Background: an optimization exercise with open tools, aiming at small area. Do not read the settings as production practice.
In this exercise RTL edits were held to simulation tests only and were not proved equivalent to the original.

## fme
module fme(
	clock, reset, enable, best_sad_ime,
	in_0, in_1, in_2, in_3, in_4, in_5, in_6, in_7, in_8, in_9, in_10, in_11, in_12, in_13, in_14, in_15,
	original_0, original_1, original_2, original_3, original_4, original_5, original_6, original_7,
	lambda_r_SAD_0, lambda_r_SAD_1, lambda_r_SAD_2, lambda_r_SAD_3, lambda_r_SAD_4, lambda_r_SAD_5,
	address_best_sad, best_sad);
input clock, reset, enable;
input [16:0] best_sad_ime;
input [7:0] in_0, in_1, in_2, in_3, in_4, in_5, in_6, in_7, in_8, in_9, in_10, in_11, in_12, in_13, in_14, in_15;
input [7:0] original_0, original_1, original_2, original_3, original_4, original_5, original_6, original_7;
input [15:0] lambda_r_SAD_0, lambda_r_SAD_1, lambda_r_SAD_2, lambda_r_SAD_3, lambda_r_SAD_4, lambda_r_SAD_5;
output [5:0] address_best_sad;
output [16:0] best_sad;
reg [5:0] cnt;
wire [5:0] n = reset ? 6'd0 : ((cnt != 6'd0 || enable) ? ((cnt == 6'd63) ? 6'd63 : cnt + 6'd1) : 6'd0);
reg c_rload;
reg c_oload;
reg c_hsel;
reg c_tsel;
reg c_g1;
reg c_otA;
reg c_otB;
reg c_otC;
reg c_otg;
reg c_bv00;
reg c_bf00;
reg c_bl00;
reg c_bv01;
reg c_bf01;
reg c_bp01;
reg c_bv10;
reg c_bf10;
reg c_bv11;
reg c_bf11;
reg c_bl11;
reg c_park;
reg c_e7;
reg c_g0v0;
reg c_g0v1;
reg c_g0v2;
reg c_lr;
reg c_ev15;
reg c_dv15;
reg c_ev27;
reg c_dv27;
reg c_ev28;
reg c_dv28;
reg c_ev31;
reg c_dv31;
reg c_ev36;
reg c_dv36;
reg c_ev37;
reg c_dv37;
reg c_ev45;
reg c_dv45;
reg c_ev49;
reg c_dv49;
reg c_ev53;
reg c_dv53;
reg c_ev54;
reg c_dv54;
always @(posedge clock) begin
	cnt <= n;
	c_rload <= (n >= 6'd1 && n <= 6'd16);
	c_oload <= (n >= 6'd6 && n <= 6'd13);
	c_hsel <= (n >= 6'd18 && n <= 6'd33);
	c_tsel <= (n >= 6'd34);
	c_g1 <= (n >= 6'd35 && n <= 6'd43);
	c_otA <= (n <= 6'd35);
	c_otB <= (n >= 6'd36 && n <= 6'd44);
	c_otC <= (n >= 6'd45);
	c_otg <= (n >= 6'd40);
	c_bv00 <= ((n >= 6'd11 && n <= 6'd18) || (n >= 6'd27 && n <= 6'd34) || (n >= 6'd36 && n <= 6'd43) || (n >= 6'd45 && n <= 6'd52));
	c_bf00 <= ((n == 6'd11) || (n == 6'd27) || (n == 6'd36) || (n == 6'd45));
	c_bl00 <= (n == 6'd45);
	c_bv01 <= ((n >= 6'd12 && n <= 6'd19) || (n >= 6'd28 && n <= 6'd35) || (n >= 6'd37 && n <= 6'd44) || (n >= 6'd46 && n <= 6'd53));
  ...
Size: about 19,000 cells after synthesis, ~4,000 flip-flops, about 330 I/O pins.
clock: 12.5 ns
lec_check: 0
cap_margin: 20
core_margin: 2
core_utilization: 65
cts_buf_list: sky130_fd_sc_hd__clkbuf_8 sky130_fd_sc_hd__clkbuf_16
cts_cluster_diameter: 70
cts_cluster_size: 22
setup_slack_margin: 0.2
slew_margin: 20
synth_hierarchical: 1
synth_minimum_keep_size: 0
run.sh (not shown) runs the stock make flow with config.mk's settings and CLKGATE_MAP_FILE= SYNTH_SCRIPT=/design/flow/synth_recipe.tcl, a recipe that flattens the netlist after the stock synthesis.
The baseline completed without violations.
==> next run, changes <==
--- a/flow/design.v
+++ b/flow/design.v
@@ -2494,31 +2494,31 @@
 wire [63:0] B_021_a;
 generate for (gr = 0; gr < 8; gr = gr + 1) begin : B_021_r
 	assign B_021_a[8*gr +: 8] = DR[24*(0+gr) + 16 +: 8];
 end endgenerate
 wire [16:0] B_021_s;
 fme_lane u_B_021(.a(B_021_a), .nb(otap1), .base(c_bf01 ? 17'd0 : B_021), .s(B_021_s));
 always @(posedge clock) if (c_bv01) B_021 <= B_021_s; else if (c_bp01) B_021 <= {1'b0, lamv[0 +: 16]};
-reg [16:0] B_100;
+reg [13:0] B_100;
 wire [63:0] B_100_a;
 generate for (gr = 0; gr < 8; gr = gr + 1) begin : B_100_r
 	assign B_100_a[8*gr +: 8] = DR[24*(1+gr) + 0 +: 8];
 end endgenerate
 wire [16:0] B_100_s;
 fme_lane u_B_100(.a(B_100_a), .nb(otap0), .base(c_bf10 ? 17'd0 : B_100), .s(B_100_s));
 always @(posedge clock) if (c_bv10) B_100 <= B_100_s;
-reg [16:0] B_110;
+reg [13:0] B_110;
 wire [63:0] B_110_a;
 generate for (gr = 0; gr < 8; gr = gr + 1) begin : B_110_r
 	assign B_110_a[8*gr +: 8] = DR[24*(1+gr) + 8 +: 8];
 end endgenerate
 wire [16:0] B_110_s;
 fme_lane u_B_110(.a(B_110_a), .nb(otap0), .base(c_bf10 ? 17'd0 : B_110), .s(B_110_s));
 always @(posedge clock) if (c_bv10) B_110 <= B_110_s;
-reg [16:0] B_120;
+reg [13:0] B_120;
 wire [63:0] B_120_a;
 generate for (gr = 0; gr < 8; gr = gr + 1) begin : B_120_r
 	assign B_120_a[8*gr +: 8] = DR[24*(1+gr) + 16 +: 8];
 end endgenerate
 wire [16:0] B_120_s;
 fme_lane u_B_120(.a(B_120_a), .nb(otap0), .base(c_bf10 ? 17'd0 : B_120), .s(B_120_s));
 always @(posedge clock) if (c_bv10) B_120 <= B_120_s;
@@ -2542,15 +2542,15 @@
 wire [63:0] B_121_a;
 generate for (gr = 0; gr < 8; gr = gr + 1) begin : B_121_r
 	assign B_121_a[8*gr +: 8] = DR[24*(1+gr) + 16 +: 8];
 end endgenerate
 wire [16:0] B_121_s;
 fme_lane u_B_121(.a(B_121_a), .nb(otap1), .base(c_bf11 ? (c_bl11 ? {1'b0, lamv[0 +: 16]} : 17'd0) : B_121), .s(B_121_s));
 always @(posedge clock) if (c_bv11) B_121 <= B_121_s;
-reg [16:0] P_0, P_1, P_2;
+reg [13:0] P_0, P_1, P_2;
 always @(posedge clock) if (c_park) begin P_0 <= B_100; P_1 <= B_110; P_2 <= B_120; end
 wire [7:0] cv [0:8];
 generate for (gi = 0; gi < 9; gi = gi + 1) begin : cl
 	wire [8:0] uu = VSR[9*gi +: 9];
 	wire [8:0] vm = uu - 9'd96;
 	assign cv[gi] = (uu < 9'd96) ? 8'd0 : ((uu >= 9'd352) ? 8'd255 : vm[7:0]);
 end endgenerate
Outcome: Register-to-register slack gets better by 0.14 ns. Via count climbs by a few percent. Utilization stays flat. Fmax goes up slightly. Cell count is lower slightly. Global-route usage is higher by 4.5 points. Wire length goes up by roughly a tenth. Area after synthesis came out lower slightly. Setup slack gains 0.14 ns. Final area barely changes.

==> what the ideal ports hide <==
In the flow no input, the clock included, has a driving cell. The finished layouts below were timed again as built, in two steps.
Step 1 sets driving cells, clkbuf_16 on the clock port and buf_2 on the other inputs (assumed; they add their load-dependent delay and slew).
Step 2, shift: input delay + t, output delay - t, t = (earliest + latest rising clock arrival at the registers) / 2. This alone moves slack from input paths to output paths.
a / b / c = ideal ports / drivers / drivers and shift; a / b = the first two.
run	t, ns	slack for setup (ns)	latest minus earliest clock arrival (ns)	worst slew at a driven data input, ns
the first run	1.095	0.907 / 0.907 / 0.907	0.075 / 0.075	0.15
the second run	1.117	1.049 / 1.049 / 1.049	0.141 / 0.141	0.13
After both steps every run listed still meets setup and hold.
